Context: an optimization exercise on an open-source flow, tuned for small area. The choices shown serve that exercise and are no tape-out recipe.
At most, simulation tests tie the RTL to the original design; equivalence was not proved.
Power is estimated from default activity; no workload was simulated.

== the previous run ==
// main
module main
#(parameter div = 16)
( input rst, input clk,
  input [3:0] row,
  output [3:0] col,
  output rw_out, output rs_out, output e_out, output [7:0] db_out,
  output [6:0] leds
);
For scale: ~530 cells after synthesis, roughly 79 flip-flops, ~28 I/O pins.
export LEC_CHECK = 0
export CAP_MARGIN = 20
export CORE_MARGIN = 2
export CORE_UTILIZATION = 70
export SLEW_MARGIN = 20
create_clock -name core_clock -period 20.0 [get_ports {clk}]
standard.sh (not shown) runs the stock make flow with config.mk's settings and CLKGATE_MAP_FILE= SYNTH_SCRIPT=/design/flow/synth_recipe.tcl, a recipe that flattens the netlist after the stock synthesis.
==> flow/flow/run.sh <==
#!/bin/bash
# Layout flow: the standard synthesis with an area-oriented ABC mapping
# script in place of ORFS's delay-oriented one (flow/synth.tcl), then the standard flow's
# standard layout for every later step, with these changes:
#  - port buffers are the smallest buffer (every port still gets one);
#  - one tie cell drives all constant outputs;
#  - the clock tree uses mid-size buffers and no dummy loads (every register
#    is still clocked through the tree, insertion delay balanced by CTS).
# The standard synthesis is run first as a reference: if the registers of
# the area-oriented synthesis (instance names and cell types) differ from
# it in any way, the standard synthesis is used instead.
# Each tool's output goes to a log file here.
set -euo pipefail
W=$PWD
R=$W/orfs/results/${FLOW_PLATFORM}/main/base
export MY_ABC_SCRIPT=$W/flow/area.abc
export FLOW_SYNTH_TCL=$W/synth_recipe.tcl
CTS="$(cat $W/flow/cts_args)"

regs() { grep -E '^ *sky130_fd_sc_hd__(df|edf|sdf|dl)[a-z]*_[0-9]+ ' "$1" | awk '{print $1, $2}' | sort; }

bash standard.sh synth > $W/flow_synth_std.log 2>&1
cp $R/1_2_yosys.v $W/std_1_2_yosys.v
rm -f $R/1_2_yosys.v $R/1_2_yosys.sdc $R/1_synth.odb $R/1_synth.sdc
bash standard.sh SYNTH_SCRIPT=$W/flow/synth.tcl synth > $W/flow_synth.log 2>&1
if ! diff <(regs $W/std_1_2_yosys.v) <(regs $R/1_2_yosys.v) > $W/flow_regs_diff.log 2>&1; then
	echo "registers differ from the standard synthesis; using it" >> $W/flow_regs_diff.log
	rm -f $R/1_2_yosys.v $R/1_2_yosys.sdc $R/1_synth.odb $R/1_synth.sdc
	bash standard.sh synth > $W/flow_synth_fallback.log 2>&1
fi
bash standard.sh SKIP_REPAIR_TIE_FANOUT=1 "BUFFER_PORTS_ARGS=-buffer_cell sky130_fd_sc_hd__buf_1" "CTS_ARGS=$CTS" > $W/flow_layout.log 2>&1
Other scripts of this flow, unchanged in this note and not shown: flow/flow/area.abc, flow/flow/cts_args, flow/flow/synth.tcl
Per the final summary, the previous run finished and its layout is clean on timing, DRC and antenna.
Relative to the previous run, the following input files were edited for the current run:
--- a/flow/design.v
+++ b/flow/design.v
@@ -18,37 +18,33 @@
 always @(posedge clk, posedge rst)
 	if (rst) begin
 		c16 <= 4'd0;
 		c25 <= 5'h1f;
 		wb <= 3'd0;
 	end else begin
 		c16 <= c16 + 4'd1;
 		c25 <= c25wrap ? 5'd0 : c25 + 5'd1;
-		if (ktick)
-			wb <= 3'd0;
-		else if (c16 == 4'd15)
-			wb <= wb + 3'd1;
+		wb <= ktick ? 3'd0 : wb + {2'd0, c16 == 4'd15};
 	end
 reg [3:0] pc;            
 reg [4:0] m25;
 reg blink;
 wire fresh = m25[4] & m25[3] & m25[0];                           
 wire m25wrap = m25[4] & m25[3] & ~m25[0];                        
 wire m25is23 = m25[4] & ~m25[3] & m25[2] & m25[1] & m25[0];
 always @(posedge clk, posedge rst)
 	if (rst) begin
 		pc <= 4'd0;
 		m25 <= 5'h1f;
 		blink <= 1'b0;
-	end else if (ktick) begin
-		pc <= pc - 4'd1;
-		m25 <= m25wrap ? 5'd0 : m25 + 5'd1;
-		if (pc[0] & m25is23)
-			blink <= ~blink;
+	end else begin
+		pc <= pc - {3'd0, ktick};
+		m25 <= (ktick & m25wrap) ? 5'd0 : m25 + {4'd0, ktick};
+		blink <= blink ^ (ktick & pc[0] & m25is23);
 	end
 reg [4:0] K;
 reg [2:0] Q;
 wire rowv = (row == 4'b0111) | (row == 4'b1011) | (row == 4'b1101) | (row == 4'b1110);
 wire [1:0] rowi = {~row[1] | ~row[0], ~row[2] | ~row[0]};
 always @(posedge clk, posedge rst)
 	if (rst) begin
 		K <= 5'd0;
@@ -97,34 +93,32 @@
 wire p9 = (pc == 4'd7);      
 wire comp = p9 & half;
 always @(posedge clk, posedge rst)
 	if (rst) begin
 		ST <= 2'd0;
 		ST_L <= 3'd0;
 		index <= 2'd0;
 		half <= 1'b0;
-	end else if (ktick) begin
-		if ((ST == 2'd3 || ST == 2'd1) && p9)
-			half <= ~half;
-		case (ST)
+	end else begin
+		half <= half ^ (ktick & (ST == 2'd3 || ST == 2'd1) & p9);
+		index <= (ktick & (ST == 2'd0) & p9 & ~key_none & ~key_digit) ? 2'd0 :
+		         index + {1'b0, ktick & (ST == 2'd0) & p9 & key_digit};
+		if (ktick) case (ST)
 		2'd3:
 			if (comp && key_none) ST <= 2'd0;
 		2'd0:
 			if (p9) begin
 				if (key_A) begin
 					ST <= 2'd3;
 					ST_L <= {2'b00, ~ST_L[0]};
-					index <= 2'd0;
 				end else if (key_digit) begin
 					ST <= 2'd3;
-					index <= index + 2'd1;
 				end else if (!key_none) begin
 					ST <= 2'd1;
-					index <= 2'd0;
 					ST_L <= kop;
 				end
 			end
 		2'd1:
 			if (comp && key_none) ST <= 2'd2;
 		2'd2:
 			if (key_none) begin
 				ST <= 2'd0;
### Flow results
- The current run vs the previous run — standby leakage power dropped by a few percent
- On internal power contribution, the current run does better than the previous run.
- Looking at fraction of final layout cells with drive strength greater than 1, the current run sits 0.33 points above the previous run.
- Number of instances in the synthesized netlist, the previous run and the current run: higher on the previous run
- Sort the previous run and the current run by switching power total asc -> top: the current run
- Sequential share of layout area: the current run higher than the previous run
- Compare the previous run and the current run | final estimated routing congestion in global placement higher: the previous run
- Between the current run and the previous run, it is the current run whose slack of the worst reg-to-reg path is higher, by 0.10 ns.
- The met2 track demand over resource in global routing of the current run exceeds that of the previous run by 1.9 points.


Setup of birch:
main, a different RTL version from the one above (not shown whole).
Size in the first run: about 510 cells after synthesis, ~28 I/O pins.
Settings: LEC_CHECK=0, CAP_MARGIN=20, CORE_MARGIN=2, CORE_UTILIZATION=70, SLEW_MARGIN=20; clock period 20.0 ns.
==> flow/flow/area.abc <==
strash; &get -n; &st; &synch2; &dch -f; &nf -R 1000; &put
==> flow/flow/cts_args <==
-sink_clustering_enable -repair_clock_nets -dont_use_dummy_load -buf_list sky130_fd_sc_hd__clkbuf_4 -sink_buffer_max_cap_derate 0.5
==> flow/flow/synth.tcl <==
# synth_recipe.tcl (the standard synthesis script) with one change: ORFS's
# synth.tcl is run with the ABC mapping script replaced by flow/area.abc.
# Everything before and after ABC, and so every register, is unchanged.
set f [open $::env(FLOW_SYNTH_TCL) r]; set bs [read $f]; close $f
set f [open $::env(SCRIPTS_DIR)/synth.tcl r]; set st [read $f]; close $f
set pre {source $::env(SCRIPTS_DIR)/synth_preamble.tcl}
set n [string first $pre $st]
if { $n < 0 } { error "synth_preamble not found in synth.tcl" }
set st [string map [list $pre "$pre\nset abc_args \[lreplace \$abc_args 1 1 \$::env(MY_ABC_SCRIPT)\]"] $st]
set src {source $::env(SCRIPTS_DIR)/synth.tcl}
if { [string first $src $bs] < 0 } { error "synth.tcl not sourced in synth_recipe.tcl" }
set bs [string map [list $src $st] $bs]
eval $bs
Scripts as last shown in full above: flow/flow/run.sh
[inputs] pine vs birch
diff --git a/flow/design.v b/flow/design.v
--- a/flow/design.v
+++ b/flow/design.v
@@ -37,33 +37,26 @@
 		m25 <= 5'h1f;
 		blink <= 1'b0;
 	end else begin
 		pc <= pc - {3'd0, ktick};
 		m25 <= (ktick & m25wrap) ? 5'd0 : m25 + {4'd0, ktick};
 		blink <= blink ^ (ktick & pc[0] & m25is23);
 	end
 reg [4:0] K;
 wire rowv = (row == 4'b0111) | (row == 4'b1011) | (row == 4'b1101) | (row == 4'b1110);
 wire [1:0] rowi = {~row[1] | ~row[0], ~row[2] | ~row[0]};
+wire ksamp = ktick & pc[0] & (pc[3] | pc[2] & pc[1]) & (rowv | ~pc[3]);
 always @(posedge clk, posedge rst)
 	if (rst)
 		K <= 5'd0;
-	else if (ktick) begin
-		case (pc)
-		4'd7: K <= {rowv, 2'b00, rowi};
-		4'd15: if (rowv) K <= {3'b100, rowi};
-		4'd13: if (rowv) K <= {3'b101, rowi};
-		4'd11: if (rowv) K <= {3'b110, rowi};
-		4'd9: if (rowv) K <= {3'b111, rowi};
-		default: ;
-		endcase
-	end
+	else if (ksamp)
+		K <= {rowv, ~pc[2:1], rowi};
 assign col = fresh ? 4'b1111 :
              (pc[3:1] == 3'b111) ? 4'b0111 :
              (pc[3:1] == 3'b110) ? 4'b1011 :
              (pc[3:1] == 3'b101) ? 4'b1101 : 4'b1110;
 wire [1:0] kc = K[3:2];
 wire [1:0] kr = K[1:0];
 wire key_none = ~K[4];
 wire key_A = K[4] & (kc == 2'd3) & (kr == 2'd0);
 wire key_digit = K[4] & (kc != 2'd3) & ~((kc != 2'd0) & (kr == 2'd3));
 reg [3:0] kval;
@@ -126,23 +119,21 @@
 assign leds = {5'd0, (ST == 2'd0) && ST_L[0], ST == 2'd0};
 reg [15:0] X, Y;         
 reg carry;
 reg pend;
 wire obl = (ST == 2'd2);
 wire b1 = (wb == 3'd1);
 wire b2 = (wb == 3'd2);
 wire b3 = (wb == 3'd3);
 wire b4 = (wb == 3'd4);
 wire b5 = (wb == 3'd5);
-wire rot = pend & b1;
-wire rot_sw = rot;
-wire swap = obl & (b2 | b5) | rot_sw;    
+wire swap = obl & (b2 | b5) | pend & b1;    
 wire halfy = obl & (b1 | b3);            
 wire calc = obl & b3;
 wire dd = obl & b4;
 wire sub = (ST_L == 3'd1);
 wire a = Y[0];
 wire b = X[0];
 wire bb = b ^ sub;
 wire sum = a ^ bb ^ carry;
 reg rop;
 always @*
Findings:
Die outline area delta (pine -> birch): insignificant
Going from birch to pine, global-route usage shrinks by 0.54 points.
Post-route minimum period, pine and birch: lower on pine
Comparing birch with pine, the part of the power in combinational logic came out essentially unchanged.
Delay of the slowest cell on the worst path: birch vs pine — no meaningful difference
Compared with birch, number of signal-net buffers in the layout in pine increased by a few percent.
Clock skew of pine is on par with birch.


The RTL this note starts from:
==> flow/design.v <==
`timescale 1ns / 1ps
module main
#(parameter div = 16)
( input rst, input clk,
  input [3:0] row,
  output [3:0] col,
  output rw_out, output rs_out, output e_out, output [7:0] db_out,
  output [6:0] leds
);
reg [6:0] c100;
reg [3:0] c16;
wire ktick = c100[6] & c100[5] & ~c100[2] & c100[1] & c100[0];    
wire t0 = c100[6] & c100[5] & c100[2];                            
wire ltick = (c16 == 4'd0) & ~t0;
always @(posedge clk, posedge rst)
	if (rst) begin
		c100 <= 7'h7f;
		c16 <= 4'd0;
	end else begin
		c100 <= ktick ? 7'd0 : c100 + 7'd1;
		c16 <= c16 + 4'd1;
	end
reg [3:0] p;
reg [4:0] c25;
reg blink;
wire fresh = c25[4] & c25[3] & c25[0];                           
wire c25wrap = c25[4] & c25[3] & ~c25[0];                        
wire c25is23 = c25[4] & ~c25[3] & c25[2] & c25[1] & c25[0];
always @(posedge clk, posedge rst)
	if (rst) begin
		p <= 4'd0;
		c25 <= 5'h1f;
		blink <= 1'b0;
	end else if (ktick) begin
		p <= p + 4'd1;
		c25 <= c25wrap ? 5'd0 : c25 + 5'd1;
		if (p[0] & c25is23)
			blink <= ~blink;
	end
reg [4:0] K;
reg [2:0] Q;
wire rowv = (row == 4'b0111) | (row == 4'b1011) | (row == 4'b1101) | (row == 4'b1110);
wire [1:0] rowi = {~row[1] | ~row[0], ~row[2] | ~row[0]};
always @(posedge clk, posedge rst)
	if (rst) begin
		K <= 5'd0;
		Q <= 3'd0;
	end else if (ktick) begin
		case (p)
		4'd1, 4'd9: if (rowv) Q <= {1'b1, rowi};
		4'd3: K <= rowv ? {3'b101, rowi} : {Q[2], 2'b00, Q[1:0]};
		4'd5: if (rowv) K <= {3'b110, rowi};
		4'd7: if (rowv) K <= {3'b111, rowi};
		4'd8: Q <= 3'd0;
		default: ;
		endcase
	end
assign col = fresh ? 4'b1111 :
             (p == 4'd1 || p == 4'd2) ? 4'b0111 :
             (p == 4'd3 || p == 4'd4) ? 4'b1011 :
             (p == 4'd5 || p == 4'd6) ? 4'b1101 : 4'b1110;
wire [1:0] kc = K[3:2];
wire [1:0] kr = K[1:0];
wire key_none = ~K[4];
wire key_A = K[4] & (kc == 2'd3) & (kr == 2'd0);
wire key_digit = K[4] & (kc != 2'd3) & ~((kc != 2'd0) & (kr == 2'd3));
reg [3:0] kval;
always @*
	case ({kc, kr})
	4'h0: kval = 4'd1;  4'h1: kval = 4'd4;  4'h2: kval = 4'd7;  4'h3: kval = 4'd0;
	4'h4: kval = 4'd2;  4'h5: kval = 4'd5;  4'h6: kval = 4'd8;
	4'h8: kval = 4'd3;  4'h9: kval = 4'd6;  4'ha: kval = 4'd9;
	default: kval = 4'd0;
	endcase
reg [2:0] kop;
always @*
	case ({kc, kr})
	4'hd: kop = 3'd0;
	4'he: kop = 3'd1;
	4'hf: kop = 3'd4;
	4'hb: kop = 3'd3;
	4'h7: kop = 3'd2;
	default: kop = 3'd0;
	endcase
reg [1:0] ST;
reg [2:0] ST_L;
reg [1:0] index;
reg half;
wire p9 = (p == 4'd9);
wire comp = p9 & half;
always @(posedge clk, posedge rst)
	if (rst) begin
		ST <= 2'd0;
		ST_L <= 3'd0;
		index <= 2'd0;
		half <= 1'b0;
	end else if (ktick) begin
		if ((ST == 2'd3 || ST == 2'd1) && p9)
			half <= ~half;
		case (ST)
		2'd3:
			if (comp && key_none) ST <= 2'd0;
		2'd0:
			if (p9) begin
				if (key_A) begin
					ST <= 2'd3;
					ST_L <= {2'b00, ~ST_L[0]};
					index <= 2'd0;
				end else if (key_digit) begin
					ST <= 2'd3;
					index <= index + 2'd1;
				end else if (!key_none) begin
					ST <= 2'd1;
					index <= 2'd0;
					ST_L <= kop;
				end
			end
		2'd1:
			if (comp && key_none) ST <= 2'd2;
		2'd2:
			if (key_none) begin
				ST <= 2'd0;
				ST_L <= 3'd0;
			end
		endcase
	end
assign leds = {5'd0, (ST == 2'd0) && ST_L[0], ST == 2'd0};
reg [15:0] X, Y;         
reg carry;
reg pend;
wire obl = (ST == 2'd2);
wire w1 = (c100[6:4] == 3'd1);
wire w2 = (c100[6:4] == 3'd2);
wire w3 = (c100[6:4] == 3'd3);
wire w4 = (c100[6:4] == 3'd4);
wire [3:0] k = c100[3:0];
wire rot = pend & w1;
wire rot_wr = rot & key_digit;
wire rot_sw = rot & ~key_digit;
wire half_x = obl & (w1 | w3);           
wire swap = obl & w2 | rot_sw;           
wire calc = obl & w3;
wire dd = obl & w4;
wire sub = (ST_L == 3'd1);
wire a = Y[0];
wire b = X[0];
wire bb = b ^ sub;
wire sum = a ^ bb ^ carry;
reg rop;
always @*
	case (ST_L)
	3'd0, 3'd1: rop = sum;
	3'd2: rop = a ^ b;
	3'd3: rop = a | b;
	3'd4: rop = a & b;
	default: rop = 1'b0;
	endcase
wire r = rop & ~(k[3] & k[2] & k[1]);
function [3:0] half4;
	input in;
	input [2:0] x;
	input en;
	half4 = (in & en) ? {x[2] | (x[1] & x[0]), ~(x[2] | (x[1] & x[0])), x[1] ^ x[0], ~x[0]}
	                  : {in, x};
endfunction
function [3:0] dbl4;
	input [3:0] d;
	input in;
	dbl4 = {(d >= 4'd5) ? d[2:0] - 3'd5 : d[2:0], in};
endfunction
function ge5;
	input [3:0] d;
	ge5 = d[3] | d[2] & (d[1] | d[0]);
endfunction
wire [1:0] q = {index[1] ^ index[0], index[0]};
wire ins = (k[3:2] == q) ? kval[k[1:0]] : X[0];
wire xtop = swap ? Y[0] : (obl & w1) ? X[0] : (obl & w3) ? 1'b0 : ins;
wire ytop = calc ? r : X[0];
wire [15:0] Xr = {xtop, X[15:13], half4(X[12], X[11:9], half_x & (k[3:2] == 2'b00)),
                  half4(X[8], X[7:5], half_x & ~k[3]), half4(X[4], X[3:1], half_x & ~(k[3] & k[2]))};
wire [15:0] Yr = {ytop, Y[15:1]};
wire [15:0] Xl = {dbl4(X[15:12], ge5(X[11:8])), dbl4(X[11:8], ge5(X[7:4])),
                  dbl4(X[7:4], ge5(X[3:0])), dbl4(X[3:0], Y[15])};
wire [15:0] Yl = {Y[14:0], 1'b0};
always @(posedge clk, posedge rst)
	if (rst) begin
		X <= 16'd0;
		Y <= 16'd0;
	end else begin
		if (half_x | swap | rot_wr)
			X <= Xr;
		else if (dd)
			X <= Xl;
		if (swap | calc)
			Y <= Yr;
		else if (dd)
			Y <= Yl;
	end
always @(posedge clk)
	carry <= calc ? ((a & bb) | (a & carry) | (bb & carry)) : sub;
always @(posedge clk, posedge rst)
	if (rst)
		pend <= 1'b0;
	else if (ktick)
		pend <= (ST == 2'd0) & p9 & (key_digit | key_A | (~key_none & ST_L[0]));
reg [1:0] g;
reg [2:0] s;
reg [1:0] jj;
wire s_last = s[2] & ~s[1];
wire g_end = s_last & (jj == 2'd0);
always @(posedge clk, posedge rst)
	if (rst) begin
		g <= 2'd0;
		s <= 3'b000;
		jj <= 2'd0;
	end else if (ltick) begin
		if (g_end) begin
			s <= 3'b000;
			g <= (g == 2'd1) ? 2'd2 : 2'd1;
			jj <= (g == 2'd1) ? 2'd0 : 2'd1;
		end else if (s_last) begin
			s <= 3'b001;
			jj <= jj - 2'd1;
		end else begin
			s <= {s[1:0], ~s[2]};
			if (s == 3'b000)
				jj <= jj - 2'd1;
		end
	end
assign e_out = s[1] & s[0];
assign rw_out = 1'b0;
assign rs_out = (g == 2'd2) & ~g_end;
reg [7:0] init_out, op_out, mux_out;
reg [3:0] num;
always @*
	case (jj)
	2'd0: num = X[3:0];
	2'd1: num = X[7:4];
	2'd2: num = X[11:8];
	2'd3: num = X[15:12];
	endcase
always @*
	case (jj)
	2'd0: init_out = 8'h01;
	2'd1: init_out = 8'h0e;
	2'd2: init_out = 8'h06;
	2'd3: init_out = 8'h38;
	endcase
always @*
	case (ST_L)
	3'd0: op_out = (jj == 2'd2) ? 8'h41 : (jj == 2'd3) ? 8'h20 : 8'h44;
	3'd1: op_out = (jj == 2'd2) ? 8'h53 : (jj == 2'd1) ? 8'h55 :
	                  (jj == 2'd0) ? 8'h42 : 8'h20;
	3'd4: op_out = (jj == 2'd2) ? 8'h41 : (jj == 2'd1) ? 8'h4e :
	                  (jj == 2'd0) ? 8'h44 : 8'h20;
	3'd3:  op_out = (jj == 2'd1) ? 8'h4f : (jj == 2'd0) ? 8'h52 : 8'h20;
	3'd2: op_out = (jj == 2'd2) ? 8'h58 : (jj == 2'd1) ? 8'h4f :
	                  (jj == 2'd0) ? 8'h52 : 8'h20;
	default: op_out = 8'h20;
	endcase
always @*
	case (ST)
	2'd0: mux_out = (jj == ~index && blink) ? 8'h20 : {4'h3, num};
	2'd1: mux_out = op_out;
	default: mux_out = 8'h20;
	endcase
assign db_out = (g == 2'd1) ? 8'hcc : (g == 2'd0) ? init_out : mux_out;
endmodule
==> flow/config.mk <==
export PLATFORM = sky130hd
export DESIGN_NAME = main
export DESIGN_NICKNAME = main
export VERILOG_FILES = /design/flow/design.v
export SDC_FILE = /design/flow/constraint.sdc
export NUM_CORES = 4
export LEC_CHECK = 0
export CAP_MARGIN = 20
export CORE_MARGIN = 2
export CORE_UTILIZATION = 60
export SLEW_MARGIN = 20
==> flow/constraint.sdc <==
create_clock -name core_clock -period 20.0 [get_ports {clk}]
set_input_delay 4.0000 -clock core_clock [delete_from_list [all_inputs] [get_ports {clk}]]
set_output_delay 4.0000 -clock core_clock [all_outputs]
set_load 0.01 [all_outputs]
==> flow/flow/run.sh <==
#!/bin/bash
# Layout flow: the standard synthesis with an area-oriented ABC mapping
# script in place of ORFS's delay-oriented one (flow/synth.tcl), then the standard flow's
# standard layout for every later step, with two changes:
#  - port buffers are the smallest buffer (every port still gets one);
#  - the clock tree uses mid-size buffers and no dummy loads (every register
#    is still clocked through the tree, insertion delay balanced by CTS).
# Each tool's output goes to a log file here.
set -euo pipefail
W=$PWD
export MY_ABC_SCRIPT=$W/flow/area.abc
export FLOW_SYNTH_TCL=$W/synth_recipe.tcl
CTS="$(cat $W/flow/cts_args)"
bash standard.sh SYNTH_SCRIPT=$W/flow/synth.tcl synth > $W/flow_synth.log 2>&1
bash standard.sh "BUFFER_PORTS_ARGS=-buffer_cell sky130_fd_sc_hd__buf_1" "CTS_ARGS=$CTS" > $W/flow_layout.log 2>&1
==> flow/flow/cts_args <==
-sink_clustering_enable -repair_clock_nets -dont_use_dummy_load -buf_list sky130_fd_sc_hd__clkbuf_8 -sink_clustering_size 30 -sink_clustering_max_diameter 150
Scripts as last shown in full above: flow/flow/area.abc, flow/flow/synth.tcl
Then changed:
--- a/flow/design.v
+++ b/flow/design.v
@@ -13,4 +13,7 @@
 wire t0 = c100[6] & c100[5] & c100[2];                            
 wire ltick = (c16 == 4'd0) & ~t0;
+wire win1 = (c100[6:4] == 3'b001);
+wire win2 = (c100[6:4] == 3'b010);
+wire [3:0] k = c100[3:0];
 always @(posedge clk, posedge rst)
 	if (rst) begin
@@ -130,19 +133,12 @@
 reg pend;
 wire obl = (ST == 2'd2);
-wire w1 = (c100[6:4] == 3'd1);
-wire w2 = (c100[6:4] == 3'd2);
-wire w3 = (c100[6:4] == 3'd3);
-wire w4 = (c100[6:4] == 3'd4);
-wire [3:0] k = c100[3:0];
-wire rot = pend & w1;
+wire ph1 = obl & win1;
+wire ph2 = obl & win2;
+wire rot = pend & win1;
 wire rot_wr = rot & key_digit;
 wire rot_sw = rot & ~key_digit;
-wire half_x = obl & (w1 | w3);           
-wire swap = obl & w2 | rot_sw;           
-wire calc = obl & w3;
-wire dd = obl & w4;
 wire sub = (ST_L == 3'd1);
-wire a = Y[0];
-wire b = X[0];
+wire a = X[0];
+wire b = Y[0];
 wire bb = b ^ sub;
 wire sum = a ^ bb ^ carry;
@@ -175,9 +171,10 @@
 wire [1:0] q = {index[1] ^ index[0], index[0]};
 wire ins = (k[3:2] == q) ? kval[k[1:0]] : X[0];
-wire xtop = swap ? Y[0] : (obl & w1) ? X[0] : (obl & w3) ? 1'b0 : ins;
-wire ytop = calc ? r : X[0];
-wire [15:0] Xr = {xtop, X[15:13], half4(X[12], X[11:9], half_x & (k[3:2] == 2'b00)),
-                  half4(X[8], X[7:5], half_x & ~k[3]), half4(X[4], X[3:1], half_x & ~(k[3] & k[2]))};
-wire [15:0] Yr = {ytop, Y[15:1]};
+wire xtop = ph1 ? 1'b0 : rot_sw ? Y[0] : ins;
+wire ytop = ph1 ? r : X[0];
+wire [15:0] Xr = {xtop, X[15:13], half4(X[12], X[11:9], ph1), half4(X[8], X[7:5], ph1),
+                  half4(X[4], X[3:1], ph1)};
+wire [15:0] Yr = {ytop, Y[15:13], half4(Y[12], Y[11:9], ph1 & (k[3:2] == 2'b00)),
+                  half4(Y[8], Y[7:5], ph1 & ~k[3]), half4(Y[4], Y[3:1], ph1 & ~(k[3] & k[2]))};
 wire [15:0] Xl = {dbl4(X[15:12], ge5(X[11:8])), dbl4(X[11:8], ge5(X[7:4])),
                   dbl4(X[7:4], ge5(X[3:0])), dbl4(X[3:0], Y[15])};
@@ -188,15 +185,12 @@
 		Y <= 16'd0;
 	end else begin
-		if (half_x | swap | rot_wr)
+		if (ph1 | rot)
 			X <= Xr;
-		else if (dd)
+		else if (ph2)
 			X <= Xl;
-		if (swap | calc)
-			Y <= Yr;
-		else if (dd)
-			Y <= Yl;
+		if (ph1 | rot_sw) Y <= Yr; else if (ph2) Y <= Yl;
 	end
 always @(posedge clk)
-	carry <= calc ? ((a & bb) | (a & carry) | (bb & carry)) : sub;
+	carry <= ph1 ? ((a & bb) | (a & carry) | (bb & carry)) : sub;
 always @(posedge clk, posedge rst)
 	if (rst)
Result: Wire length goes down by 1.5%. Sequential share of layout area goes down by 0.29 points. Final cell count goes down by 0.56%. Non-clock buffer count goes down by 1. Clock power goes down by 2.4%. Die area goes up by 1.3%. Clock skew goes down by 0.0048 ns. Global-route usage goes down by 0.85 points.
Function was not checked in any run of this note: the RTL went through the layout flow alone.

-- what the ideal ports hide --
The results above use ideal ports. As a check the final layouts listed here were re-extracted and re-timed, cells and wires unchanged.
Step 1: set_driving_cell puts a clkbuf_16 on clk and a buf_2 on each other input, an assumption about the parent block.
Step 2 also shifts input and output timing later by t, the mid clock arrival at the registers, as if the neighbouring blocks saw the same clock.
a / b / c = ideal / step 1 / step 2; a / b = the first two.
run	t (ns)	slack for setup (ns)	worst setup path after step 2	slew at the worst register clock pin (ns)
the previous run	0.433	13.502 / 13.475 / 13.908	register to output	0.12 / 0.12
the current run	0.436	13.470 / 13.440 / 13.877	register to output	0.11 / 0.11
birch	0.452	13.320 / 13.291 / 13.743	register to output	0.12 / 0.12
pine	0.457	13.383 / 13.353 / 13.810	register to output	0.12 / 0.12
the first run of note 3	0.375	13.549 / 13.512 / 13.887	register to output	0.10 / 0.10
the second run of note 3	0.364	13.628 / 13.593 / 13.957	register to output	0.09 / 0.09
After both steps setup and hold are still met in every run listed.
